This is an optimization exercise on Yosys and OpenROAD, whose aim is small area, a short achievable clock period and few clock cycles per item, not a production implementation.
Function was not checked in any run shown here: the RTL went through the layout flow alone.

==> flow/design.v, too long to show whole: its modules and the start of the top module <==
// module filter: 1205 lines
// module filter_fa: 4 lines
// module filter_ha: 4 lines
module filter
	#(parameter DWIDTH = 16)
	(input clk,
		input rst,
		output req_in,
		input ack_in,
		input [0:DWIDTH-1] data_in,
		output req_out,
		input ack_out,
		output [0:DWIDTH-1] data_out);
  // ...
==> flow/run.sh <==
#!/bin/bash
# synth_recipe.tcl (not shown) runs the flow's synth.tcl, then flattens the netlist and writes it again
# the make line also repeats each setting of config.mk as NAME=value (left out here)
make -C /OpenROAD-flow-scripts/flow DESIGN_CONFIG=/design/flow/config.mk WORK_HOME=/design/flow/orfs CLKGATE_MAP_FILE= SYNTH_SCRIPT=/design/flow/synth_recipe.tcl finish
==> flow/config.mk <==
export PLATFORM = sky130hd
export DESIGN_NAME = filter
export DESIGN_NICKNAME = filter
export VERILOG_FILES = /design/flow/design.v
export SDC_FILE = /design/flow/constraint.sdc
export NUM_CORES = 4
export LEC_CHECK = 0
export CAP_MARGIN = 20
export CORE_MARGIN = 2
export CORE_UTILIZATION = 40
export SETUP_SLACK_MARGIN = 5
export SLEW_MARGIN = 20
export SYNTH_HIERARCHICAL = 1
export SYNTH_MEMORY_MAX_BITS = 16384
export SYNTH_MINIMUM_KEEP_SIZE = 0
==> flow/constraint.sdc <==
create_clock -name core_clock -period 11.0 [get_ports {clk}]
set_input_delay 2.2000 -clock core_clock [delete_from_list [all_inputs] [get_ports {clk}]]
set_output_delay 2.2000 -clock core_clock [all_outputs]
set_load 0.01 [all_outputs]
==> results.json, run 1 <==
{
  "fin_util_pct": 42.8,
  "crit_family": "simple AND/OR/NAND/NOR gates",
  "worstPathRequired_ns": 11.43,
  "met1_usage_pct": 30.4,
  "fp-row-count": 96,
  "worstPathMaxFanout": 51,
  "gp_congestion": 0.963,
  "clock_path_buffers": 3,
  "status": "timing/DRC/antenna clean",
  "cts_tree": "built",
  "area_growth_pct": 6.33,
  "slowest_delay_ns": 0.61,
  "num-nonclk-inverters": 162,
  "crit_buf_inv": 4,
  "hold_buffers": 0,
  "wl_met1_um": 35000,
  "grt_usage_pct": 23.2,
  "largest_class": "multi-input combinational cells",
  "ff2ff_path_depth": 14,
  "cp-endpoint": "c1[6]",
  "period_needed_ns": 5.84,
  "synth_top_area_cell": "fa_1",
  "globalRoute.busiestLayer": "met2",
  "final_common_cell": "nand2_1",
  "wl_per_cell_um": 22.3,
  "dr_wl_met2_um": 40400
}
==> run 2: changes to the inputs <==
--- a/flow/design.v
+++ b/flow/design.v
@@ -354,44 +354,48 @@
 				booth[3*k+1] = (b[2*k+2] & ~b[2*k+1] & ~b[2*k]) | (~b[2*k+2] & b[2*k+1] & b[2*k]);
 				booth[3*k+2] = b[2*k+2];
 			end
 		end
 	endfunction
 	reg ph;                  
 	reg first;               
 	reg [7:0] l;             
-	reg [7:0] a1, a2_n;      
+	reg [7:0] a1_n, a2_n;    
 	reg rst_r;               
 	reg sht;                 
 	reg [21-1:0] e1;
 	reg [24-1:0] e2;
 	reg [15:0] r0, r1, r2, r3;
-	reg [30:0] cs_s, cs_c;
+	reg [30:0] cs0, cs1;
+	reg [20:11] cs2;       
 	reg [30:0] acc;
 	reg [15:0] din;          
 	reg dv;                  
 	reg rqi, rqo;            
 	reg rqi_n, rqo_n;        
 	reg occ;                 
 	reg [15:0] out;
 	assign req_in = rqi;
 	assign req_out = rqo;
 	assign data_out = out;
 	wire en = ~(ph ? (occ & ~first) : (sht & ~dv));
 	wire load = en & ph & ~first;
 	wire shift = en & ~ph & sht;
 	wire [7:0] l_next = (l < 8'd13) ? l + 8'd147 : l - 8'd13;
 	wire [7:0] a_next = ph ? l_next : 8'd160 - l;
-	wire [13:0] c1 = rom1(a1);
+	wire [13:0] c1 = rom1(~a1_n);
 	wire [23:0] e1n = booth({c1[13], c1[13], c1});
 	wire [23:0] e2n = booth(rom2(~a2_n));
 	wire [15:0] xa = r0;
 	wire [15:0] xb = r1;
-	wire [30:0] ts, tc;
+	wire [30:0] t0, t1;
+	wire [20:11] t2;
+	wire [30:0] ag;
+	wire [30:0] as, ac, bs, bc;
 	wire p0 = (e1[0] & xa[0]) ^ e1[2];
 	wire p1 = ((e1[0] & xa[1]) | (e1[1] & xa[0])) ^ e1[2];
 	wire p2 = ((e1[0] & xa[2]) | (e1[1] & xa[1])) ^ e1[2];
 	wire p3 = ((e1[0] & xa[3]) | (e1[1] & xa[2])) ^ e1[2];
 	wire p4 = ((e1[0] & xa[4]) | (e1[1] & xa[3])) ^ e1[2];
 	wire p5 = ((e1[0] & xa[5]) | (e1[1] & xa[4])) ^ e1[2];
 	wire p6 = ((e1[0] & xa[6]) | (e1[1] & xa[5])) ^ e1[2];
 	wire p7 = ((e1[0] & xa[7]) | (e1[1] & xa[6])) ^ e1[2];
@@ -794,18 +798,16 @@
 	wire fs57, fc57;
 	filter_fa u_fs57 (.a(fs53), .b(fs54), .ci(fc45), .s(fs57), .co(fc57));
 	wire fs58, fc58;
 	filter_fa u_fs58 (.a(fc46), .b(fc47), .ci(fs55), .s(fs58), .co(fc58));
 	wire fs59, fc59;
 	filter_fa u_fs59 (.a(fs56), .b(fc48), .ci(fs57), .s(fs59), .co(fc59));
 	wire fs60, fc60;
 	filter_fa u_fs60 (.a(fs58), .b(fc49), .ci(fs59), .s(fs60), .co(fc60));
-	wire hs10, hc10;
-	filter_ha u_hs10 (.a(fc50), .b(fs60), .s(hs10), .c(hc10));
 	wire fs61, fc61;
 	filter_fa u_fs61 (.a(p125), .b(p251), .ci(p12), .s(fs61), .co(fc61));
 	wire fs62, fc62;
 	filter_fa u_fs62 (.a(p28), .b(p44), .ci(p60), .s(fs62), .co(fc62));
 	wire fs63, fc63;
 	filter_fa u_fs63 (.a(p76), .b(p92), .ci(p108), .s(fs63), .co(fc63));
 	wire fs64, fc64;
 	filter_fa u_fs64 (.a(p138), .b(p154), .ci(p170), .s(fs64), .co(fc64));
@@ -818,327 +820,371 @@
 	wire fs68, fc68;
 	filter_fa u_fs68 (.a(fs62), .b(fs63), .ci(fs64), .s(fs68), .co(fc68));
 	wire fs69, fc69;
 	filter_fa u_fs69 (.a(fs65), .b(fc55), .ci(fc56), .s(fs69), .co(fc69));
 	wire fs70, fc70;
 	filter_fa u_fs70 (.a(fs66), .b(fs67), .ci(fs68), .s(fs70), .co(fc70));
 	wire fs71, fc71;
 	filter_fa u_fs71 (.a(fc57), .b(fc58), .ci(fs69), .s(fs71), .co(fc71));
+	wire hs10, hc10;
+	filter_ha u_hs10 (.a(fs70), .b(fc59), .s(hs10), .c(hc10));
 	wire fs72, fc72;
-	filter_fa u_fs72 (.a(fs70), .b(fc59), .ci(fs71), .s(fs72), .co(fc72));
-	wire hs11, hc11;
-	filter_ha u_hs11 (.a(fc60), .b(fs72), .s(hs11), .c(hc11));
+	filter_fa u_fs72 (.a(p13), .b(p29), .ci(p45), .s(fs72), .co(fc72));
 	wire fs73, fc73;
-	filter_fa u_fs73 (.a(p13), .b(p29), .ci(p45), .s(fs73), .co(fc73));
+	filter_fa u_fs73 (.a(p61), .b(p77), .ci(p93), .s(fs73), .co(fc73));
 	wire fs74, fc74;
-	filter_fa u_fs74 (.a(p61), .b(p77), .ci(p93), .s(fs74), .co(fc74));
+	filter_fa u_fs74 (.a(p109), .b(p139), .ci(p155), .s(fs74), .co(fc74));
 	wire fs75, fc75;
-	filter_fa u_fs75 (.a(p109), .b(p139), .ci(p155), .s(fs75), .co(fc75));
+	filter_fa u_fs75 (.a(p171), .b(p187), .ci(p203), .s(fs75), .co(fc75));
 	wire fs76, fc76;
-	filter_fa u_fs76 (.a(p171), .b(p187), .ci(p203), .s(fs76), .co(fc76));
+	filter_fa u_fs76 (.a(p219), .b(p235), .ci(fc61), .s(fs76), .co(fc76));
 	wire fs77, fc77;
-	filter_fa u_fs77 (.a(p219), .b(p235), .ci(fc61), .s(fs77), .co(fc77));
+	filter_fa u_fs77 (.a(fc62), .b(fc63), .ci(fc64), .s(fs77), .co(fc77));
 	wire fs78, fc78;
-	filter_fa u_fs78 (.a(fc62), .b(fc63), .ci(fc64), .s(fs78), .co(fc78));
+	filter_fa u_fs78 (.a(fc65), .b(fs72), .ci(fs73), .s(fs78), .co(fc78));
 	wire fs79, fc79;
-	filter_fa u_fs79 (.a(fc65), .b(fs73), .ci(fs74), .s(fs79), .co(fc79));
+	filter_fa u_fs79 (.a(fs74), .b(fs75), .ci(fc66), .s(fs79), .co(fc79));
 	wire fs80, fc80;
-	filter_fa u_fs80 (.a(fs75), .b(fs76), .ci(fc66), .s(fs80), .co(fc80));
+	filter_fa u_fs80 (.a(fc67), .b(fc68), .ci(fs76), .s(fs80), .co(fc80));
 	wire fs81, fc81;
-	filter_fa u_fs81 (.a(fc67), .b(fc68), .ci(fs77), .s(fs81), .co(fc81));
+	filter_fa u_fs81 (.a(fs77), .b(fs78), .ci(fc69), .s(fs81), .co(fc81));
 	wire fs82, fc82;
-	filter_fa u_fs82 (.a(fs78), .b(fs79), .ci(fc69), .s(fs82), .co(fc82));
+	filter_fa u_fs82 (.a(fs79), .b(fc70), .ci(fs80), .s(fs82), .co(fc82));
+	wire hs11, hc11;
+	filter_ha u_hs11 (.a(fc71), .b(fs81), .s(hs11), .c(hc11));
 	wire fs83, fc83;
-	filter_fa u_fs83 (.a(fs80), .b(fc70), .ci(fs81), .s(fs83), .co(fc83));
+	filter_fa u_fs83 (.a(p269), .b(p14), .ci(p30), .s(fs83), .co(fc83));
 	wire fs84, fc84;
-	filter_fa u_fs84 (.a(fc71), .b(fs82), .ci(fs83), .s(fs84), .co(fc84));
-	wire hs12, hc12;
-	filter_ha u_hs12 (.a(fc72), .b(fs84), .s(hs12), .c(hc12));
+	filter_fa u_fs84 (.a(p46), .b(p62), .ci(p78), .s(fs84), .co(fc84));
 	wire fs85, fc85;
-	filter_fa u_fs85 (.a(p269), .b(p14), .ci(p30), .s(fs85), .co(fc85));
+	filter_fa u_fs85 (.a(p94), .b(p110), .ci(p140), .s(fs85), .co(fc85));
 	wire fs86, fc86;
-	filter_fa u_fs86 (.a(p46), .b(p62), .ci(p78), .s(fs86), .co(fc86));
+	filter_fa u_fs86 (.a(p156), .b(p172), .ci(p188), .s(fs86), .co(fc86));
 	wire fs87, fc87;
-	filter_fa u_fs87 (.a(p94), .b(p110), .ci(p140), .s(fs87), .co(fc87));
+	filter_fa u_fs87 (.a(p204), .b(p220), .ci(p236), .s(fs87), .co(fc87));
 	wire fs88, fc88;
-	filter_fa u_fs88 (.a(p156), .b(p172), .ci(p188), .s(fs88), .co(fc88));
+	filter_fa u_fs88 (.a(p252), .b(fc72), .ci(fc73), .s(fs88), .co(fc88));
 	wire fs89, fc89;
-	filter_fa u_fs89 (.a(p204), .b(p220), .ci(p236), .s(fs89), .co(fc89));
+	filter_fa u_fs89 (.a(fc74), .b(fc75), .ci(fs83), .s(fs89), .co(fc89));
 	wire fs90, fc90;
-	filter_fa u_fs90 (.a(p252), .b(fc73), .ci(fc74), .s(fs90), .co(fc90));
+	filter_fa u_fs90 (.a(fs84), .b(fs85), .ci(fs86), .s(fs90), .co(fc90));
 	wire fs91, fc91;
-	filter_fa u_fs91 (.a(fc75), .b(fc76), .ci(fs85), .s(fs91), .co(fc91));
+	filter_fa u_fs91 (.a(fs87), .b(fc76), .ci(fc77), .s(fs91), .co(fc91));
 	wire fs92, fc92;
-	filter_fa u_fs92 (.a(fs86), .b(fs87), .ci(fs88), .s(fs92), .co(fc92));
+	filter_fa u_fs92 (.a(fc78), .b(fs88), .ci(fs89), .s(fs92), .co(fc92));
 	wire fs93, fc93;
-	filter_fa u_fs93 (.a(fs89), .b(fc77), .ci(fc78), .s(fs93), .co(fc93));
+	filter_fa u_fs93 (.a(fs90), .b(fc79), .ci(fc80), .s(fs93), .co(fc93));
 	wire fs94, fc94;
-	filter_fa u_fs94 (.a(fc79), .b(fs90), .ci(fs91), .s(fs94), .co(fc94));
+	filter_fa u_fs94 (.a(fs91), .b(fs92), .ci(fc81), .s(fs94), .co(fc94));
+	wire hs12, hc12;
+	filter_ha u_hs12 (.a(fc82), .b(fs93), .s(hs12), .c(hc12));
 	wire fs95, fc95;
-	filter_fa u_fs95 (.a(fs92), .b(fc80), .ci(fc81), .s(fs95), .co(fc95));
+	filter_fa u_fs95 (.a(p15), .b(p31), .ci(p47), .s(fs95), .co(fc95));
 	wire fs96, fc96;
-	filter_fa u_fs96 (.a(fs93), .b(fs94), .ci(fc82), .s(fs96), .co(fc96));
+	filter_fa u_fs96 (.a(p63), .b(p79), .ci(p95), .s(fs96), .co(fc96));
 	wire fs97, fc97;
-	filter_fa u_fs97 (.a(fc83), .b(fs95), .ci(fs96), .s(fs97), .co(fc97));
-	wire hs13, hc13;
-	filter_ha u_hs13 (.a(fc84), .b(hc12), .s(hs13), .c(hc13));
+	filter_fa u_fs97 (.a(p111), .b(p141), .ci(p157), .s(fs97), .co(fc97));
 	wire fs98, fc98;
-	filter_fa u_fs98 (.a(p15), .b(p31), .ci(p47), .s(fs98), .co(fc98));
+	filter_fa u_fs98 (.a(p173), .b(p189), .ci(p205), .s(fs98), .co(fc98));
 	wire fs99, fc99;
-	filter_fa u_fs99 (.a(p63), .b(p79), .ci(p95), .s(fs99), .co(fc99));
+	filter_fa u_fs99 (.a(p221), .b(p237), .ci(p253), .s(fs99), .co(fc99));
 	wire fs100, fc100;
-	filter_fa u_fs100 (.a(p111), .b(p141), .ci(p157), .s(fs100), .co(fc100));
+	filter_fa u_fs100 (.a(fc83), .b(fc84), .ci(fc85), .s(fs100), .co(fc100));
 	wire fs101, fc101;
-	filter_fa u_fs101 (.a(p173), .b(p189), .ci(p205), .s(fs101), .co(fc101));
+	filter_fa u_fs101 (.a(fc86), .b(fc87), .ci(fs95), .s(fs101), .co(fc101));
 	wire fs102, fc102;
-	filter_fa u_fs102 (.a(p221), .b(p237), .ci(p253), .s(fs102), .co(fc102));
+	filter_fa u_fs102 (.a(fs96), .b(fs97), .ci(fs98), .s(fs102), .co(fc102));
 	wire fs103, fc103;
-	filter_fa u_fs103 (.a(fc85), .b(fc86), .ci(fc87), .s(fs103), .co(fc103));
+	filter_fa u_fs103 (.a(fs99), .b(fc88), .ci(fc89), .s(fs103), .co(fc103));
 	wire fs104, fc104;
-	filter_fa u_fs104 (.a(fc88), .b(fc89), .ci(fs98), .s(fs104), .co(fc104));
+	filter_fa u_fs104 (.a(fc90), .b(fs100), .ci(fs101), .s(fs104), .co(fc104));
 	wire fs105, fc105;
-	filter_fa u_fs105 (.a(fs99), .b(fs100), .ci(fs101), .s(fs105), .co(fc105));
+	filter_fa u_fs105 (.a(fs102), .b(fc91), .ci(fc92), .s(fs105), .co(fc105));
 	wire fs106, fc106;
-	filter_fa u_fs106 (.a(fs102), .b(fc90), .ci(fc91), .s(fs106), .co(fc106));
+	filter_fa u_fs106 (.a(fs103), .b(fs104), .ci(fc93), .s(fs106), .co(fc106));
+	wire hs13, hc13;
+	filter_ha u_hs13 (.a(fs105), .b(hc12), .s(hs13), .c(hc13));
 	wire fs107, fc107;
-	filter_fa u_fs107 (.a(fc92), .b(fs103), .ci(fs104), .s(fs107), .co(fc107));
+	filter_fa u_fs107 (.a(p16), .b(p32), .ci(p48), .s(fs107), .co(fc107));
 	wire fs108, fc108;
-	filter_fa u_fs108 (.a(fs105), .b(fc93), .ci(fc94), .s(fs108), .co(fc108));
+	filter_fa u_fs108 (.a(p64), .b(p80), .ci(p96), .s(fs108), .co(fc108));
 	wire fs109, fc109;
-	filter_fa u_fs109 (.a(fs106), .b(fs107), .ci(fc95), .s(fs109), .co(fc109));
+	filter_fa u_fs109 (.a(p112), .b(p142), .ci(p158), .s(fs109), .co(fc109));
 	wire fs110, fc110;
-	filter_fa u_fs110 (.a(fs108), .b(fc96), .ci(fs109), .s(fs110), .co(fc110));
-	wire hs14, hc14;
-	filter_ha u_hs14 (.a(fc97), .b(fs110), .s(hs14), .c(hc14));
+	filter_fa u_fs110 (.a(p174), .b(p190), .ci(p206), .s(fs110), .co(fc110));
 	wire fs111, fc111;
-	filter_fa u_fs111 (.a(p16), .b(p32), .ci(p48), .s(fs111), .co(fc111));
+	filter_fa u_fs111 (.a(p222), .b(p238), .ci(p254), .s(fs111), .co(fc111));
 	wire fs112, fc112;
-	filter_fa u_fs112 (.a(p64), .b(p80), .ci(p96), .s(fs112), .co(fc112));
+	filter_fa u_fs112 (.a(fc95), .b(fc96), .ci(fc97), .s(fs112), .co(fc112));
 	wire fs113, fc113;
-	filter_fa u_fs113 (.a(p112), .b(p142), .ci(p158), .s(fs113), .co(fc113));
+	filter_fa u_fs113 (.a(fc98), .b(fc99), .ci(fs107), .s(fs113), .co(fc113));
 	wire fs114, fc114;
-	filter_fa u_fs114 (.a(p174), .b(p190), .ci(p206), .s(fs114), .co(fc114));
+	filter_fa u_fs114 (.a(fs108), .b(fs109), .ci(fs110), .s(fs114), .co(fc114));
 	wire fs115, fc115;
-	filter_fa u_fs115 (.a(p222), .b(p238), .ci(p254), .s(fs115), .co(fc115));
+	filter_fa u_fs115 (.a(fs111), .b(fc100), .ci(fc101), .s(fs115), .co(fc115));
 	wire fs116, fc116;
-	filter_fa u_fs116 (.a(fc98), .b(fc99), .ci(fc100), .s(fs116), .co(fc116));
+	filter_fa u_fs116 (.a(fc102), .b(fs112), .ci(fs113), .s(fs116), .co(fc116));
 	wire fs117, fc117;
-	filter_fa u_fs117 (.a(fc101), .b(fc102), .ci(fs111), .s(fs117), .co(fc117));
+	filter_fa u_fs117 (.a(fs114), .b(fc103), .ci(fc104), .s(fs117), .co(fc117));
 	wire fs118, fc118;
-	filter_fa u_fs118 (.a(fs112), .b(fs113), .ci(fs114), .s(fs118), .co(fc118));
+	filter_fa u_fs118 (.a(fs115), .b(fs116), .ci(fc105), .s(fs118), .co(fc118));
+	wire hs14, hc14;
+	filter_ha u_hs14 (.a(fs117), .b(fc106), .s(hs14), .c(hc14));
 	wire fs119, fc119;
-	filter_fa u_fs119 (.a(fs115), .b(fc103), .ci(fc104), .s(fs119), .co(fc119));
+	filter_fa u_fs119 (.a(p33), .b(p49), .ci(p65), .s(fs119), .co(fc119));
 	wire fs120, fc120;
-	filter_fa u_fs120 (.a(fc105), .b(fs116), .ci(fs117), .s(fs120), .co(fc120));
+	filter_fa u_fs120 (.a(p81), .b(p97), .ci(p113), .s(fs120), .co(fc120));
 	wire fs121, fc121;
-	filter_fa u_fs121 (.a(fs118), .b(fc106), .ci(fc107), .s(fs121), .co(fc121));
+	filter_fa u_fs121 (.a(p159), .b(p175), .ci(p191), .s(fs121), .co(fc121));
 	wire fs122, fc122;
-	filter_fa u_fs122 (.a(fs119), .b(fs120), .ci(fc108), .s(fs122), .co(fc122));
+	filter_fa u_fs122 (.a(p207), .b(p223), .ci(p239), .s(fs122), .co(fc122));
 	wire fs123, fc123;
-	filter_fa u_fs123 (.a(fs121), .b(fc109), .ci(fs122), .s(fs123), .co(fc123));
-	wire hs15, hc15;
-	filter_ha u_hs15 (.a(fc110), .b(fs123), .s(hs15), .c(hc15));
+	filter_fa u_fs123 (.a(p255), .b(fc107), .ci(fc108), .s(fs123), .co(fc123));
 	wire fs124, fc124;
-	filter_fa u_fs124 (.a(p33), .b(p49), .ci(p65), .s(fs124), .co(fc124));
+	filter_fa u_fs124 (.a(fc109), .b(fc110), .ci(fc111), .s(fs124), .co(fc124));
 	wire fs125, fc125;
-	filter_fa u_fs125 (.a(p81), .b(p97), .ci(p113), .s(fs125), .co(fc125));
+	filter_fa u_fs125 (.a(fs119), .b(fs120), .ci(fs121), .s(fs125), .co(fc125));
 	wire fs126, fc126;
-	filter_fa u_fs126 (.a(p159), .b(p175), .ci(p191), .s(fs126), .co(fc126));
+	filter_fa u_fs126 (.a(fs122), .b(fc112), .ci(fc113), .s(fs126), .co(fc126));
 	wire fs127, fc127;
-	filter_fa u_fs127 (.a(p207), .b(p223), .ci(p239), .s(fs127), .co(fc127));
+	filter_fa u_fs127 (.a(fc114), .b(fs123), .ci(fs124), .s(fs127), .co(fc127));
 	wire fs128, fc128;
-	filter_fa u_fs128 (.a(p255), .b(fc111), .ci(fc112), .s(fs128), .co(fc128));
+	filter_fa u_fs128 (.a(fs125), .b(fc115), .ci(fc116), .s(fs128), .co(fc128));
 	wire fs129, fc129;
-	filter_fa u_fs129 (.a(fc113), .b(fc114), .ci(fc115), .s(fs129), .co(fc129));
+	filter_fa u_fs129 (.a(fs126), .b(fs127), .ci(fc117), .s(fs129), .co(fc129));
+	wire hs15, hc15;
+	filter_ha u_hs15 (.a(fs128), .b(fc118), .s(hs15), .c(hc15));
 	wire fs130, fc130;
-	filter_fa u_fs130 (.a(fs124), .b(fs125), .ci(fs126), .s(fs130), .co(fc130));
+	filter_fa u_fs130 (.a(p34), .b(p50), .ci(p66), .s(fs130), .co(fc130));
 	wire fs131, fc131;
-	filter_fa u_fs131 (.a(fs127), .b(fc116), .ci(fc117), .s(fs131), .co(fc131));
+	filter_fa u_fs131 (.a(p82), .b(p98), .ci(p114), .s(fs131), .co(fc131));
 	wire fs132, fc132;
-	filter_fa u_fs132 (.a(fc118), .b(fs128), .ci(fs129), .s(fs132), .co(fc132));
+	filter_fa u_fs132 (.a(p160), .b(p176), .ci(p192), .s(fs132), .co(fc132));
 	wire fs133, fc133;
-	filter_fa u_fs133 (.a(fs130), .b(fc119), .ci(fc120), .s(fs133), .co(fc133));
+	filter_fa u_fs133 (.a(p208), .b(p224), .ci(p240), .s(fs133), .co(fc133));
 	wire fs134, fc134;
-	filter_fa u_fs134 (.a(fs131), .b(fs132), .ci(fc121), .s(fs134), .co(fc134));
+	filter_fa u_fs134 (.a(p256), .b(fc119), .ci(fc120), .s(fs134), .co(fc134));
 	wire fs135, fc135;
-	filter_fa u_fs135 (.a(fs133), .b(fc122), .ci(fs134), .s(fs135), .co(fc135));
-	wire hs16, hc16;
-	filter_ha u_hs16 (.a(fc123), .b(fs135), .s(hs16), .c(hc16));
+	filter_fa u_fs135 (.a(fc121), .b(fc122), .ci(fs130), .s(fs135), .co(fc135));
 	wire fs136, fc136;
-	filter_fa u_fs136 (.a(p34), .b(p50), .ci(p66), .s(fs136), .co(fc136));
+	filter_fa u_fs136 (.a(fs131), .b(fs132), .ci(fs133), .s(fs136), .co(fc136));
 	wire fs137, fc137;
-	filter_fa u_fs137 (.a(p82), .b(p98), .ci(p114), .s(fs137), .co(fc137));
+	filter_fa u_fs137 (.a(fc123), .b(fc124), .ci(fc125), .s(fs137), .co(fc137));
 	wire fs138, fc138;
-	filter_fa u_fs138 (.a(p160), .b(p176), .ci(p192), .s(fs138), .co(fc138));
+	filter_fa u_fs138 (.a(fs134), .b(fs135), .ci(fs136), .s(fs138), .co(fc138));
 	wire fs139, fc139;
-	filter_fa u_fs139 (.a(p208), .b(p224), .ci(p240), .s(fs139), .co(fc139));
+	filter_fa u_fs139 (.a(fc126), .b(fc127), .ci(fs137), .s(fs139), .co(fc139));
 	wire fs140, fc140;
-	filter_fa u_fs140 (.a(p256), .b(fc124), .ci(fc125), .s(fs140), .co(fc140));
+	filter_fa u_fs140 (.a(fs138), .b(fc128), .ci(fs139), .s(fs140), .co(fc140));
 	wire fs141, fc141;
-	filter_fa u_fs141 (.a(fc126), .b(fc127), .ci(fs136), .s(fs141), .co(fc141));
+	filter_fa u_fs141 (.a(p51), .b(p67), .ci(p83), .s(fs141), .co(fc141));
 	wire fs142, fc142;
-	filter_fa u_fs142 (.a(fs137), .b(fs138), .ci(fs139), .s(fs142), .co(fc142));
+	filter_fa u_fs142 (.a(p99), .b(p115), .ci(p177), .s(fs142), .co(fc142));
 	wire fs143, fc143;
-	filter_fa u_fs143 (.a(fc128), .b(fc129), .ci(fc130), .s(fs143), .co(fc143));
+	filter_fa u_fs143 (.a(p193), .b(p209), .ci(p225), .s(fs143), .co(fc143));
 	wire fs144, fc144;
-	filter_fa u_fs144 (.a(fs140), .b(fs141), .ci(fs142), .s(fs144), .co(fc144));
+	filter_fa u_fs144 (.a(p241), .b(p257), .ci(fc130), .s(fs144), .co(fc144));
 	wire fs145, fc145;
-	filter_fa u_fs145 (.a(fc131), .b(fc132), .ci(fs143), .s(fs145), .co(fc145));
+	filter_fa u_fs145 (.a(fc131), .b(fc132), .ci(fc133), .s(fs145), .co(fc145));
 	wire fs146, fc146;
-	filter_fa u_fs146 (.a(fs144), .b(fc133), .ci(fs145), .s(fs146), .co(fc146));
+	filter_fa u_fs146 (.a(fs141), .b(fs142), .ci(fs143), .s(fs146), .co(fc146));
 	wire fs147, fc147;
-	filter_fa u_fs147 (.a(fc134), .b(fs146), .ci(fc135), .s(fs147), .co(fc147));
+	filter_fa u_fs147 (.a(fc134), .b(fc135), .ci(fc136), .s(fs147), .co(fc147));
 	wire fs148, fc148;
-	filter_fa u_fs148 (.a(p51), .b(p67), .ci(p83), .s(fs148), .co(fc148));
+	filter_fa u_fs148 (.a(fs144), .b(fs145), .ci(fs146), .s(fs148), .co(fc148));
 	wire fs149, fc149;
-	filter_fa u_fs149 (.a(p99), .b(p115), .ci(p177), .s(fs149), .co(fc149));
+	filter_fa u_fs149 (.a(fc137), .b(fc138), .ci(fs147), .s(fs149), .co(fc149));
+	wire hs16, hc16;
+	filter_ha u_hs16 (.a(fs148), .b(fc139), .s(hs16), .c(hc16));
 	wire fs150, fc150;
-	filter_fa u_fs150 (.a(p193), .b(p209), .ci(p225), .s(fs150), .co(fc150));
+	filter_fa u_fs150 (.a(p52), .b(p68), .ci(p84), .s(fs150), .co(fc150));
 	wire fs151, fc151;
-	filter_fa u_fs151 (.a(p241), .b(p257), .ci(fc136), .s(fs151), .co(fc151));
+	filter_fa u_fs151 (.a(p100), .b(p116), .ci(p178), .s(fs151), .co(fc151));
 	wire fs152, fc152;
-	filter_fa u_fs152 (.a(fc137), .b(fc138), .ci(fc139), .s(fs152), .co(fc152));
+	filter_fa u_fs152 (.a(p194), .b(p210), .ci(p226), .s(fs152), .co(fc152));
 	wire fs153, fc153;
-	filter_fa u_fs153 (.a(fs148), .b(fs149), .ci(fs150), .s(fs153), .co(fc153));
+	filter_fa u_fs153 (.a(p242), .b(p258), .ci(fc141), .s(fs153), .co(fc153));
 	wire fs154, fc154;
-	filter_fa u_fs154 (.a(fc140), .b(fc141), .ci(fc142), .s(fs154), .co(fc154));
+	filter_fa u_fs154 (.a(fc142), .b(fc143), .ci(fs150), .s(fs154), .co(fc154));
 	wire fs155, fc155;
-	filter_fa u_fs155 (.a(fs151), .b(fs152), .ci(fs153), .s(fs155), .co(fc155));
+	filter_fa u_fs155 (.a(fs151), .b(fs152), .ci(fc144), .s(fs155), .co(fc155));
 	wire fs156, fc156;
-	filter_fa u_fs156 (.a(fc143), .b(fc144), .ci(fs154), .s(fs156), .co(fc156));
+	filter_fa u_fs156 (.a(fc145), .b(fc146), .ci(fs153), .s(fs156), .co(fc156));
 	wire fs157, fc157;
-	filter_fa u_fs157 (.a(fs155), .b(fc145), .ci(fs156), .s(fs157), .co(fc157));
-	wire hs17, hc17;
-	filter_ha u_hs17 (.a(fc146), .b(fs157), .s(hs17), .c(hc17));
+	filter_fa u_fs157 (.a(fs154), .b(fc147), .ci(fs155), .s(fs157), .co(fc157));
 	wire fs158, fc158;
-	filter_fa u_fs158 (.a(p52), .b(p68), .ci(p84), .s(fs158), .co(fc158));
+	filter_fa u_fs158 (.a(fc148), .b(fs156), .ci(fc149), .s(fs158), .co(fc158));
 	wire fs159, fc159;
-	filter_fa u_fs159 (.a(p100), .b(p116), .ci(p178), .s(fs159), .co(fc159));
+	filter_fa u_fs159 (.a(p69), .b(p85), .ci(p101), .s(fs159), .co(fc159));
 	wire fs160, fc160;
-	filter_fa u_fs160 (.a(p194), .b(p210), .ci(p226), .s(fs160), .co(fc160));
+	filter_fa u_fs160 (.a(p117), .b(p195), .ci(p211), .s(fs160), .co(fc160));
 	wire fs161, fc161;
-	filter_fa u_fs161 (.a(p242), .b(p258), .ci(fc148), .s(fs161), .co(fc161));
+	filter_fa u_fs161 (.a(p227), .b(p243), .ci(p259), .s(fs161), .co(fc161));
 	wire fs162, fc162;
-	filter_fa u_fs162 (.a(fc149), .b(fc150), .ci(fs158), .s(fs162), .co(fc162));
+	filter_fa u_fs162 (.a(fc150), .b(fc151), .ci(fc152), .s(fs162), .co(fc162));
 	wire fs163, fc163;
-	filter_fa u_fs163 (.a(fs159), .b(fs160), .ci(fc151), .s(fs163), .co(fc163));
+	filter_fa u_fs163 (.a(fs159), .b(fs160), .ci(fs161), .s(fs163), .co(fc163));
 	wire fs164, fc164;
-	filter_fa u_fs164 (.a(fc152), .b(fc153), .ci(fs161), .s(fs164), .co(fc164));
+	filter_fa u_fs164 (.a(fc153), .b(fc154), .ci(fs162), .s(fs164), .co(fc164));
 	wire fs165, fc165;
-	filter_fa u_fs165 (.a(fs162), .b(fc154), .ci(fs163), .s(fs165), .co(fc165));
+	filter_fa u_fs165 (.a(fs163), .b(fc155), .ci(fc156), .s(fs165), .co(fc165));
 	wire fs166, fc166;
-	filter_fa u_fs166 (.a(fc155), .b(fs164), .ci(fc156), .s(fs166), .co(fc166));
+	filter_fa u_fs166 (.a(fs164), .b(fc157), .ci(fs165), .s(fs166), .co(fc166));
 	wire fs167, fc167;
-	filter_fa u_fs167 (.a(fs165), .b(fs166), .ci(fc157), .s(fs167), .co(fc167));
+	filter_fa u_fs167 (.a(p70), .b(p86), .ci(p102), .s(fs167), .co(fc167));
 	wire fs168, fc168;
-	filter_fa u_fs168 (.a(p69), .b(p85), .ci(p101), .s(fs168), .co(fc168));
+	filter_fa u_fs168 (.a(p118), .b(p196), .ci(p212), .s(fs168), .co(fc168));
 	wire fs169, fc169;
-	filter_fa u_fs169 (.a(p117), .b(p195), .ci(p211), .s(fs169), .co(fc169));
+	filter_fa u_fs169 (.a(p228), .b(p244), .ci(p260), .s(fs169), .co(fc169));
 	wire fs170, fc170;
-	filter_fa u_fs170 (.a(p227), .b(p243), .ci(p259), .s(fs170), .co(fc170));
+	filter_fa u_fs170 (.a(fc159), .b(fc160), .ci(fc161), .s(fs170), .co(fc170));
 	wire fs171, fc171;
-	filter_fa u_fs171 (.a(fc158), .b(fc159), .ci(fc160), .s(fs171), .co(fc171));
+	filter_fa u_fs171 (.a(fs167), .b(fs168), .ci(fs169), .s(fs171), .co(fc171));
 	wire fs172, fc172;
-	filter_fa u_fs172 (.a(fs168), .b(fs169), .ci(fs170), .s(fs172), .co(fc172));
+	filter_fa u_fs172 (.a(fc162), .b(fc163), .ci(fs170), .s(fs172), .co(fc172));
 	wire fs173, fc173;
-	filter_fa u_fs173 (.a(fc161), .b(fc162), .ci(fs171), .s(fs173), .co(fc173));
+	filter_fa u_fs173 (.a(fs171), .b(fc164), .ci(fs172), .s(fs173), .co(fc173));
+	wire hs17, hc17;
+	filter_ha u_hs17 (.a(fc165), .b(fs173), .s(hs17), .c(hc17));
 	wire fs174, fc174;
-	filter_fa u_fs174 (.a(fs172), .b(fc163), .ci(fc164), .s(fs174), .co(fc174));
+	filter_fa u_fs174 (.a(p87), .b(p103), .ci(p119), .s(fs174), .co(fc174));
 	wire fs175, fc175;
-	filter_fa u_fs175 (.a(fs173), .b(fc165), .ci(fs174), .s(fs175), .co(fc175));
-	wire hs18, hc18;
-	filter_ha u_hs18 (.a(fc166), .b(fs175), .s(hs18), .c(hc18));
+	filter_fa u_fs175 (.a(p213), .b(p229), .ci(p245), .s(fs175), .co(fc175));
 	wire fs176, fc176;
-	filter_fa u_fs176 (.a(p70), .b(p86), .ci(p102), .s(fs176), .co(fc176));
+	filter_fa u_fs176 (.a(p261), .b(fc167), .ci(fc168), .s(fs176), .co(fc176));
 	wire fs177, fc177;
-	filter_fa u_fs177 (.a(p118), .b(p196), .ci(p212), .s(fs177), .co(fc177));
+	filter_fa u_fs177 (.a(fc169), .b(fs174), .ci(fs175), .s(fs177), .co(fc177));
 	wire fs178, fc178;
-	filter_fa u_fs178 (.a(p228), .b(p244), .ci(p260), .s(fs178), .co(fc178));
+	filter_fa u_fs178 (.a(fc170), .b(fc171), .ci(fs176), .s(fs178), .co(fc178));
 	wire fs179, fc179;
-	filter_fa u_fs179 (.a(fc168), .b(fc169), .ci(fc170), .s(fs179), .co(fc179));
+	filter_fa u_fs179 (.a(fs177), .b(fc172), .ci(fs178), .s(fs179), .co(fc179));
+	wire hs18, hc18;
+	filter_ha u_hs18 (.a(fc173), .b(fs179), .s(hs18), .c(hc18));
 	wire fs180, fc180;
-	filter_fa u_fs180 (.a(fs176), .b(fs177), .ci(fs178), .s(fs180), .co(fc180));
+	filter_fa u_fs180 (.a(p88), .b(p104), .ci(p120), .s(fs180), .co(fc180));
 	wire fs181, fc181;
-	filter_fa u_fs181 (.a(fc171), .b(fc172), .ci(fs179), .s(fs181), .co(fc181));
+	filter_fa u_fs181 (.a(p214), .b(p230), .ci(p246), .s(fs181), .co(fc181));
 	wire fs182, fc182;
-	filter_fa u_fs182 (.a(fs180), .b(fc173), .ci(fs181), .s(fs182), .co(fc182));
+	filter_fa u_fs182 (.a(p262), .b(fc174), .ci(fc175), .s(fs182), .co(fc182));
 	wire fs183, fc183;
-	filter_fa u_fs183 (.a(fc174), .b(fs182), .ci(fc175), .s(fs183), .co(fc183));
+	filter_fa u_fs183 (.a(fs180), .b(fs181), .ci(fc176), .s(fs183), .co(fc183));
 	wire fs184, fc184;
-	filter_fa u_fs184 (.a(p87), .b(p103), .ci(p119), .s(fs184), .co(fc184));
+	filter_fa u_fs184 (.a(fc177), .b(fs182), .ci(fc178), .s(fs184), .co(fc184));
 	wire fs185, fc185;
-	filter_fa u_fs185 (.a(p213), .b(p229), .ci(p245), .s(fs185), .co(fc185));
+	filter_fa u_fs185 (.a(fs183), .b(fc179), .ci(fs184), .s(fs185), .co(fc185));
 	wire fs186, fc186;
-	filter_fa u_fs186 (.a(p261), .b(fc176), .ci(fc177), .s(fs186), .co(fc186));
+	filter_fa u_fs186 (.a(p105), .b(p121), .ci(p231), .s(fs186), .co(fc186));
 	wire fs187, fc187;
-	filter_fa u_fs187 (.a(fc178), .b(fs184), .ci(fs185), .s(fs187), .co(fc187));
+	filter_fa u_fs187 (.a(p247), .b(p263), .ci(fc180), .s(fs187), .co(fc187));
 	wire fs188, fc188;
-	filter_fa u_fs188 (.a(fc179), .b(fc180), .ci(fs186), .s(fs188), .co(fc188));
+	filter_fa u_fs188 (.a(fc181), .b(fs186), .ci(fc182), .s(fs188), .co(fc188));
 	wire fs189, fc189;
-	filter_fa u_fs189 (.a(fs187), .b(fc181), .ci(fs188), .s(fs189), .co(fc189));
+	filter_fa u_fs189 (.a(fs187), .b(fc183), .ci(fs188), .s(fs189), .co(fc189));
 	wire hs19, hc19;
-	filter_ha u_hs19 (.a(fc182), .b(fs189), .s(hs19), .c(hc19));
+	filter_ha u_hs19 (.a(fc184), .b(fs189), .s(hs19), .c(hc19));
 	wire fs190, fc190;
-	filter_fa u_fs190 (.a(p88), .b(p104), .ci(p120), .s(fs190), .co(fc190));
+	filter_fa u_fs190 (.a(p106), .b(p122), .ci(p232), .s(fs190), .co(fc190));
 	wire fs191, fc191;
-	filter_fa u_fs191 (.a(p214), .b(p230), .ci(p246), .s(fs191), .co(fc191));
+	filter_fa u_fs191 (.a(p248), .b(p264), .ci(fc186), .s(fs191), .co(fc191));
 	wire fs192, fc192;
-	filter_fa u_fs192 (.a(p262), .b(fc184), .ci(fc185), .s(fs192), .co(fc192));
+	filter_fa u_fs192 (.a(fs190), .b(fc187), .ci(fs191), .s(fs192), .co(fc192));
 	wire fs193, fc193;
-	filter_fa u_fs193 (.a(fs190), .b(fs191), .ci(fc186), .s(fs193), .co(fc193));
+	filter_fa u_fs193 (.a(fc188), .b(fs192), .ci(fc189), .s(fs193), .co(fc193));
 	wire fs194, fc194;
-	filter_fa u_fs194 (.a(fc187), .b(fs192), .ci(fc188), .s(fs194), .co(fc194));
+	filter_fa u_fs194 (.a(p123), .b(p249), .ci(p265), .s(fs194), .co(fc194));
 	wire fs195, fc195;
-	filter_fa u_fs195 (.a(fs193), .b(fc189), .ci(fs194), .s(fs195), .co(fc195));
+	filter_fa u_fs195 (.a(fc190), .b(fs194), .ci(fc191), .s(fs195), .co(fc195));
+	wire hs20, hc20;
+	filter_ha u_hs20 (.a(fc192), .b(fs195), .s(hs20), .c(hc20));
 	wire fs196, fc196;
-	filter_fa u_fs196 (.a(p105), .b(p121), .ci(p231), .s(fs196), .co(fc196));
+	filter_fa u_fs196 (.a(p124), .b(p250), .ci(p266), .s(fs196), .co(fc196));
 	wire fs197, fc197;
-	filter_fa u_fs197 (.a(p247), .b(p263), .ci(fc190), .s(fs197), .co(fc197));
-	wire fs198, fc198;
-	filter_fa u_fs198 (.a(fc191), .b(fs196), .ci(fc192), .s(fs198), .co(fc198));
-	wire fs199, fc199;
-	filter_fa u_fs199 (.a(fs197), .b(fc193), .ci(fs198), .s(fs199), .co(fc199));
-	wire hs20, hc20;
-	filter_ha u_hs20 (.a(fc194), .b(fs199), .s(hs20), .c(hc20));
-	wire fs200, fc200;
-	filter_fa u_fs200 (.a(p106), .b(p122), .ci(p232), .s(fs200), .co(fc200));
-	wire fs201, fc201;
-	filter_fa u_fs201 (.a(p248), .b(p264), .ci(fc196), .s(fs201), .co(fc201));
-	wire fs202, fc202;
-	filter_fa u_fs202 (.a(fs200), .b(fc197), .ci(fs201), .s(fs202), .co(fc202));
-	wire fs203, fc203;
-	filter_fa u_fs203 (.a(fc198), .b(fs202), .ci(fc199), .s(fs203), .co(fc203));
-	wire fs204, fc204;
-	filter_fa u_fs204 (.a(p123), .b(p249), .ci(p265), .s(fs204), .co(fc204));
-	wire fs205, fc205;
-	filter_fa u_fs205 (.a(fc200), .b(fs204), .ci(fc201), .s(fs205), .co(fc205));
+	filter_fa u_fs197 (.a(fc194), .b(fs196), .ci(fc195), .s(fs197), .co(fc197));
 	wire hs21, hc21;
-	filter_ha u_hs21 (.a(fc202), .b(fs205), .s(hs21), .c(hc21));
-	wire fs206, fc206;
-	filter_fa u_fs206 (.a(p124), .b(p250), .ci(p266), .s(fs206), .co(fc206));
-	wire fs207, fc207;
-	filter_fa u_fs207 (.a(fc204), .b(fs206), .ci(fc205), .s(fs207), .co(fc207));
-	wire hs22, hc22;
-	filter_ha u_hs22 (.a(p267), .b(fc206), .s(hs22), .c(hc22));
-	assign ts = {p268, fc207, hc21, fc203, hc20, fc195, hc19, fc183, hc18, fc167, hc17, fc147, hc16, hc15, hc14, hc13, fs97, hc11, hc10, hc9, fs50, hc7, fs32, fs24, hc4, fs12, fs8, fs4, fs2, fc0, p126};
-	assign tc = {hc22, hs22, fs207, hs21, fs203, hs20, fs195, hs19, fs183, hs18, fs167, hs17, fs147, hs16, hs15, hs14, hs13, hs12, hs11, hs10, hs9, hs8, hs7, hs6, hs5, hs4, hs3, hs2, hs1, hs0, fs0};
-	wire [30:0] ag = ph ? acc : 31'h2aac0000;
-	wire [30:0] as = ag ^ cs_s ^ cs_c;
-	wire [30:0] ac = (ag & cs_s) | (ag & cs_c) | (cs_s & cs_c);
-	wire [30:0] sum = as + {ac[29:0], 1'b0};
+	filter_ha u_hs21 (.a(p267), .b(fc196), .s(hs21), .c(hc21));
+	assign t0 = {p268, fc197, hc20, fc193, hc19, fc185, hc18, hc17, fc166, fc158, fs157, fs149, fc129, fs129, hc13, fc94, hc11, fs82, fs71, fc50, fs50, hc7, fs32, fs24, hc4, fs12, fs8, fs4, fs2, fc0, p126};
+	assign t1 = {hc21, hs21, fs197, hs20, fs193, hs19, fs185, hs18, hs17, fs166, hc16, fc140, hc15, hc14, fs118, fs106, fs94, hc10, fc60, hc9, hs9, hs8, hs7, hs6, hs5, hs4, hs3, hs2, hs1, hs0, fs0};
+	assign t2 = {fs158, hs16, fs140, hs15, hs14, hs13, hs12, hs11, hs10, fs60};
+	filter_ha u_a0 (.a(cs0[0]), .b(cs1[0]), .s(as[0]), .c(ac[1]));
+	filter_ha u_a1 (.a(cs0[1]), .b(cs1[1]), .s(as[1]), .c(ac[2]));
+	filter_ha u_a2 (.a(cs0[2]), .b(cs1[2]), .s(as[2]), .c(ac[3]));
+	filter_ha u_a3 (.a(cs0[3]), .b(cs1[3]), .s(as[3]), .c(ac[4]));
+	filter_ha u_a4 (.a(cs0[4]), .b(cs1[4]), .s(as[4]), .c(ac[5]));
+	filter_ha u_a5 (.a(cs0[5]), .b(cs1[5]), .s(as[5]), .c(ac[6]));
+	filter_ha u_a6 (.a(cs0[6]), .b(cs1[6]), .s(as[6]), .c(ac[7]));
+	filter_ha u_a7 (.a(cs0[7]), .b(cs1[7]), .s(as[7]), .c(ac[8]));
+	filter_ha u_a8 (.a(cs0[8]), .b(cs1[8]), .s(as[8]), .c(ac[9]));
+	filter_ha u_a9 (.a(cs0[9]), .b(cs1[9]), .s(as[9]), .c(ac[10]));
+	filter_ha u_a10 (.a(cs0[10]), .b(cs1[10]), .s(as[10]), .c(ac[11]));
+	filter_fa u_a11 (.a(cs0[11]), .b(cs1[11]), .ci(cs2[11]), .s(as[11]), .co(ac[12]));
+	filter_fa u_a12 (.a(cs0[12]), .b(cs1[12]), .ci(cs2[12]), .s(as[12]), .co(ac[13]));
+	filter_fa u_a13 (.a(cs0[13]), .b(cs1[13]), .ci(cs2[13]), .s(as[13]), .co(ac[14]));
+	filter_fa u_a14 (.a(cs0[14]), .b(cs1[14]), .ci(cs2[14]), .s(as[14]), .co(ac[15]));
+	filter_fa u_a15 (.a(cs0[15]), .b(cs1[15]), .ci(cs2[15]), .s(as[15]), .co(ac[16]));
+	filter_fa u_a16 (.a(cs0[16]), .b(cs1[16]), .ci(cs2[16]), .s(as[16]), .co(ac[17]));
+	filter_fa u_a17 (.a(cs0[17]), .b(cs1[17]), .ci(cs2[17]), .s(as[17]), .co(ac[18]));
+	filter_fa u_a18 (.a(cs0[18]), .b(cs1[18]), .ci(cs2[18]), .s(as[18]), .co(ac[19]));
+	filter_fa u_a19 (.a(cs0[19]), .b(cs1[19]), .ci(cs2[19]), .s(as[19]), .co(ac[20]));
+	filter_fa u_a20 (.a(cs0[20]), .b(cs1[20]), .ci(cs2[20]), .s(as[20]), .co(ac[21]));
+	filter_ha u_a21 (.a(cs0[21]), .b(cs1[21]), .s(as[21]), .c(ac[22]));
+	filter_ha u_a22 (.a(cs0[22]), .b(cs1[22]), .s(as[22]), .c(ac[23]));
+	filter_ha u_a23 (.a(cs0[23]), .b(cs1[23]), .s(as[23]), .c(ac[24]));
+	filter_ha u_a24 (.a(cs0[24]), .b(cs1[24]), .s(as[24]), .c(ac[25]));
+	filter_ha u_a25 (.a(cs0[25]), .b(cs1[25]), .s(as[25]), .c(ac[26]));
+	filter_ha u_a26 (.a(cs0[26]), .b(cs1[26]), .s(as[26]), .c(ac[27]));
+	filter_ha u_a27 (.a(cs0[27]), .b(cs1[27]), .s(as[27]), .c(ac[28]));
+	filter_ha u_a28 (.a(cs0[28]), .b(cs1[28]), .s(as[28]), .c(ac[29]));
+	filter_ha u_a29 (.a(cs0[29]), .b(cs1[29]), .s(as[29]), .c(ac[30]));
+	assign as[30] = cs0[30] ^ cs1[30];
+	assign ac[0] = 1'b0;
+	filter_fa u_b0 (.a(ag[0]), .b(as[0]), .ci(ac[0]), .s(bs[0]), .co(bc[1]));
+	filter_fa u_b1 (.a(ag[1]), .b(as[1]), .ci(ac[1]), .s(bs[1]), .co(bc[2]));
+	filter_fa u_b2 (.a(ag[2]), .b(as[2]), .ci(ac[2]), .s(bs[2]), .co(bc[3]));
+	filter_fa u_b3 (.a(ag[3]), .b(as[3]), .ci(ac[3]), .s(bs[3]), .co(bc[4]));
+	filter_fa u_b4 (.a(ag[4]), .b(as[4]), .ci(ac[4]), .s(bs[4]), .co(bc[5]));
+	filter_fa u_b5 (.a(ag[5]), .b(as[5]), .ci(ac[5]), .s(bs[5]), .co(bc[6]));
+	filter_fa u_b6 (.a(ag[6]), .b(as[6]), .ci(ac[6]), .s(bs[6]), .co(bc[7]));
+	filter_fa u_b7 (.a(ag[7]), .b(as[7]), .ci(ac[7]), .s(bs[7]), .co(bc[8]));
+	filter_fa u_b8 (.a(ag[8]), .b(as[8]), .ci(ac[8]), .s(bs[8]), .co(bc[9]));
+	filter_fa u_b9 (.a(ag[9]), .b(as[9]), .ci(ac[9]), .s(bs[9]), .co(bc[10]));
+	filter_fa u_b10 (.a(ag[10]), .b(as[10]), .ci(ac[10]), .s(bs[10]), .co(bc[11]));
+	filter_fa u_b11 (.a(ag[11]), .b(as[11]), .ci(ac[11]), .s(bs[11]), .co(bc[12]));
+	filter_fa u_b12 (.a(ag[12]), .b(as[12]), .ci(ac[12]), .s(bs[12]), .co(bc[13]));
+	filter_fa u_b13 (.a(ag[13]), .b(as[13]), .ci(ac[13]), .s(bs[13]), .co(bc[14]));
+	filter_fa u_b14 (.a(ag[14]), .b(as[14]), .ci(ac[14]), .s(bs[14]), .co(bc[15]));
+	filter_fa u_b15 (.a(ag[15]), .b(as[15]), .ci(ac[15]), .s(bs[15]), .co(bc[16]));
+	filter_fa u_b16 (.a(ag[16]), .b(as[16]), .ci(ac[16]), .s(bs[16]), .co(bc[17]));
+	filter_fa u_b17 (.a(ag[17]), .b(as[17]), .ci(ac[17]), .s(bs[17]), .co(bc[18]));
+	filter_fa u_b18 (.a(ag[18]), .b(as[18]), .ci(ac[18]), .s(bs[18]), .co(bc[19]));
+	filter_fa u_b19 (.a(ag[19]), .b(as[19]), .ci(ac[19]), .s(bs[19]), .co(bc[20]));
+	filter_fa u_b20 (.a(ag[20]), .b(as[20]), .ci(ac[20]), .s(bs[20]), .co(bc[21]));
+	filter_fa u_b21 (.a(ag[21]), .b(as[21]), .ci(ac[21]), .s(bs[21]), .co(bc[22]));
+	filter_fa u_b22 (.a(ag[22]), .b(as[22]), .ci(ac[22]), .s(bs[22]), .co(bc[23]));
+	filter_fa u_b23 (.a(ag[23]), .b(as[23]), .ci(ac[23]), .s(bs[23]), .co(bc[24]));
+	filter_fa u_b24 (.a(ag[24]), .b(as[24]), .ci(ac[24]), .s(bs[24]), .co(bc[25]));
+	filter_fa u_b25 (.a(ag[25]), .b(as[25]), .ci(ac[25]), .s(bs[25]), .co(bc[26]));
+	filter_fa u_b26 (.a(ag[26]), .b(as[26]), .ci(ac[26]), .s(bs[26]), .co(bc[27]));
+	filter_fa u_b27 (.a(ag[27]), .b(as[27]), .ci(ac[27]), .s(bs[27]), .co(bc[28]));
+	filter_fa u_b28 (.a(ag[28]), .b(as[28]), .ci(ac[28]), .s(bs[28]), .co(bc[29]));
+	filter_fa u_b29 (.a(ag[29]), .b(as[29]), .ci(ac[29]), .s(bs[29]), .co(bc[30]));
+	assign bs[30] = ag[30] ^ as[30] ^ ac[30];
+	assign bc[0] = 1'b0;
+	assign ag = ph ? acc : 31'h2aac0000;
+	wire [30:0] sum = bs + bc;
 	wire rqi_next = ~rqi_n ? ~ack_in : (~ack_in & (~dv | shift));
 	wire occ_next = load | (occ & ~(~rqo_n & ack_out));
 	wire rqo_next = ~rqo_n ? ~ack_out : (~ack_out & (occ | load));
 	always @(posedge clk) begin
 		if (en) begin
 			e1 <= e1n[21-1:0];
 			e2 <= e2n;
-			cs_s <= ts;
-			cs_c <= tc;
+			cs0 <= t0;
+			cs1 <= t1;
+			cs2 <= t2;
 		end
 		if (~ph)
 			acc <= sum;
 		if (~rqi_n)
 			din <= data_in;
 		rst_r <= rst;
 		if (rst_r) begin
 			r0 <= 16'd0;
@@ -1167,29 +1213,29 @@
 			end
 			if (load)
 				out <= sum[30:15];
 		end
 		if (rst) begin
 			ph <= 1'b0;
 			first <= 1'b1;
 			l <= 8'd0;
-			a1 <= 8'd0;
+			a1_n <= 8'hff;
 			a2_n <= 8'hff;
 			sht <= 1'b0;
 			dv <= 1'b0;
 			rqi <= 1'b0;
 			rqi_n <= 1'b1;
 			rqo <= 1'b0;
 			rqo_n <= 1'b1;
 			occ <= 1'b1;
 		end else begin
 			if (en) begin
 				ph <= ~ph;
-				a1 <= a_next;
+				a1_n <= ~a_next;
 				a2_n <= ~a_next;
 				if (ph) begin
 					first <= 1'b0;
 					sht <= (l >= 8'd13);
 					l <= l_next;
 				end
 			end
 			if (~rqi_n & ack_in)
==> flow/flow/run.sh (new file) <==
#!/bin/bash
# The standard layout (standard.sh: the standard flow's synthesis and ORFS flow with the
# settings of config.mk), with repair_timing asked for more setup slack than
# config.mk's SETUP_SLACK_MARGIN may ask for. The make output goes to
# standard_flow.log; ORFS's own logs stay under orfs/logs.
set -euo pipefail
MARGIN=$(cat flow/margin)
bash standard.sh SETUP_SLACK_MARGIN=$MARGIN finish > standard_flow.log 2>&1
==> flow/flow/margin (new file) <==
7
==> flow/standard.sh (new file) <==
#!/bin/bash
# synth_recipe.tcl (not shown) runs the flow's synth.tcl, then flattens the netlist and writes it again
# the make line also repeats each setting of config.mk as NAME=value (left out here)
make -C /OpenROAD-flow-scripts/flow DESIGN_CONFIG=/design/flow/config.mk WORK_HOME=/design/flow/orfs CLKGATE_MAP_FILE= SYNTH_SCRIPT=/design/flow/synth_recipe.tcl "${@:-finish}"
==> flow/config.mk (replaced) <==
export PLATFORM = sky130hd
export DESIGN_NAME = filter
export DESIGN_NICKNAME = filter
export VERILOG_FILES = /design/flow/design.v
export SDC_FILE = /design/flow/constraint.sdc
export NUM_CORES = 4
export LEC_CHECK = 0
export ABC_AREA = 1
export CAP_MARGIN = 20
export CORE_MARGIN = 2
export CORE_UTILIZATION = 40
export SLEW_MARGIN = 20
export SYNTH_HIERARCHICAL = 1
export SYNTH_MEMORY_MAX_BITS = 16384
export SYNTH_MINIMUM_KEEP_SIZE = 0
removed: flow/run.sh
==> results.json, run 2 <==
{
  "use_met2_pct": 46.8,
  "final_common_cell": "nand2_1",
  "async_flop_share_pct": 0,
  "clockRootBuffer": "clkbuf_16",
  "fp-row-count": 93,
  "syn_inst": 3242,
  "die_width_um": 259,
  "synth_top_cells_by_count": "nand2_1 (787), inv_1 (263), xor2_1 (247)",
  "synthDistinctLibCells": 51,
  "end_kind": "register",
  "worstMarginPinSlew_ns": 1.01,
  "grt_use_met3_pct": 4.23,
  "cap_viol_max_count": 0,
  "holdWs_ns": 0.498,
  "worstPathRequired_ns": 11.31,
  "drt_iter0_drc": 2976,
  "syn_area_per_cell_um2": 8.04,
  "syn_area_um2": 26100,
  "synth_most_common_cell": "nand2_1",
  "wl_per_cell_um": 24.1,
  "cts_tree": "built",
  "dieArea_um2": 67200,
  "clock_path_buffers": 3,
  "met1_usage_pct": 36.7,
  "clkSinkCount": 268,
  "dr.pass1.iters": 7,
  "layout-drive-gt1-share_pct": 9.41,
  "die_y_um": 259,
  "synth_edf_count": 162,
  "netlist_top_cells_area": "edfxtp_1 (19%), fa_1 (18%), nand2_1 (11%), xor2_1 (8.3%), dfxtp_1 (8.1%)",
  "antenna_found_initial": 1,
  "cts_htree_levels": 1,
  "final_antenna_net_count": 0,
  "vias_per_cell": 5.86,
  "synth_top_area_cell": "edfxtp_1",
  "status": "timing/DRC/antenna clean",
  "gp_congestion": 1.02,
  "grt_pass1_vias": 23305,
  "synth-main-ff-cell": "edfxtp_1",
  "final_hold_viol_count": 0,
  "grt_max_degree": 141,
  "dr_total_vias": 24317,
  "globalRoute.busiestLayer": "met2",
  "report.final.slew_viol_count": 0,
  "num_antenna_cells": 0,
  "dp_hpwl_um": 72300,
  "route.detailed.drc": 0,
  "min_path_type": "register to register",
  "hold_buffers": 0,
  "synth_seq_cells": 268,
  "finClkSkew_ns": 0.0353,
  "fmax_mhz": 248,
  "yosysWarningCount": 7,
  "clk_latency_ns": 0.59,
  "grt_pass1_wl_um": 148000,
  "period_share_pct": 36.6,
  "cp-start-kind": "register",
  "nets": 3618,
  "grt_usage_pct": 29.1,
  "setup_viol": 0,
  "initial_core_util_pct": 40.4,
  "core_area_um2": 64500,
  "worstPathMaxFanout": 7,
  "period_needed_ns": 4.03,
  "area_growth_pct": 12.4,
  "path_class": "register to register",
  "cp_data_arrival_time_ns": 4.33,
  "gr-total-overflow": 0,
  "seq_area_frac_synth_pct": 26.8,
  "ioPinCount": 38,
  "portBuffers": 37,
  "relSlewSlack_pct": 32.5,
  "top_regs": "acc (31), cs0 (31), cs1 (31)",
  "routed_wirelength_um": 99800,
  "fin_setup_tns_ns": 0,
  "cts.clk_slew.worst_paths_ns": 0.07,
  "cts_made_buffers": 30,
  "grt_setup_unrepaired": "true",
  "most-common-layout-cells": "nand2_1 (787), xor2_1 (244), inv_1 (234)",
  "synthDominantCellAreaShare_pct": 18.7
}
run 2: path summary, 6_finish.rpt:
kind	start	to	slack, ns	cells after the start
worst max-delay path	e1[12]	cs2[18]	6.97	8
worst min-delay path	l[7]	l[7]	0.50	2
worst max register to register	e1[12]	cs2[18]	6.97	8
worst min register to register	l[7]	l[7]	0.50	2
run 2: metal layers:
layer | vias to the layer above | part of all wire [%] | wire length, µm
met5 | - | 0.010 | 10
met1 | 11613 | 38 | 38100
met3 | 377 | 8.7 | 8640
li1 | 10888 | - | -
met4 | 2 | 8.0 | 7990
met2 | 1437 | 45 | 45100
run 2: timing repair:
item / CTS / global route
resized for setup: 18 / 61
setup endpoints to repair: 15 / 19
setup buffers: 43 / 76
gates cloned: 0 / 5
pin swaps: 0 / 19
run 2: logic make-up after synthesis:
family / synth area share [%]
compound gates: 14.8
xor+xnor: 8.88
fa+ha+maj: 22.7
buf+inv: 7.41
flops: 26.8
other cells: 0.0144
simple gates: 19.4
run 2: modules after synthesis, one instance, submodules excluded:
module	flops+latches	copies in the design	cell area, µm²	cells inside
filter	268	1	20800	2962
filter_fa	0	238	20.0	1
filter_ha	0	42	12.5	1
run 2: critical path: stages, from the launching register on:
cell and delay [ns]:
edfxtp_1 0.51, clkinvlp_4 0.29, o22ai_1 0.26, xor2_1 0.26
fa_1 0.50, fa_2 0.40, fa_1 0.57, fa_1 0.47
fa_1 0.47
run 2: layout make-up:
cell class              count  area (µm²)
repair inverters            5        37.5
well taps                 855        1070
multi-input cells        2489       17200
clock inverters            14         103
clock buffers              42         898
flip-flops and latches    268        7000
repair buffers            187        1710
fillers                  6449       35200
inverters                 288        1220
run 2: metrics by stage:
step	setup WS (ns)	std cells	cell area, µm²	util [%]
floorplan	7.19	3243	26100	-
global placement	6.86	3967	26900	41.7
detailed placement	6.86	3967	26900	41.7
CTS	7.00	4066	28400	44.0
global route	6.89	4148	29300	45.4
finish	6.97	4148	29300	45.4

## what the ideal ports hide
How much do the figures lean on ideal ports? The routed layouts below were timed once more, with nothing changed but the port constraints.
Step 1, drivers: a clkbuf_16 drives clk and a buf_2 each remaining input, both assumed.
Step 2, shift: input delay + t, output delay - t, t = (earliest + latest rising clock arrival at the registers) / 2. This alone moves slack from input paths to output paths.
Slacks: ideal ports / drivers / drivers and shift; pairs: ideal ports / drivers.
| run | t (ns) | setup slack, ns | worst slew at a driven data input, ns |
|---|---|---|---|
| run 1 | 0.609 | 5.162 / 5.202 / 4.592 | 0.04 |
| run 2 | 0.641 | 6.974 / 6.974 / 6.974 | 0.07 |
After both steps setup and hold are still met in every run listed. The setup slack of run 1, which loses most, moves by +0.040 ns with the drivers and by -0.570 ns with both steps.
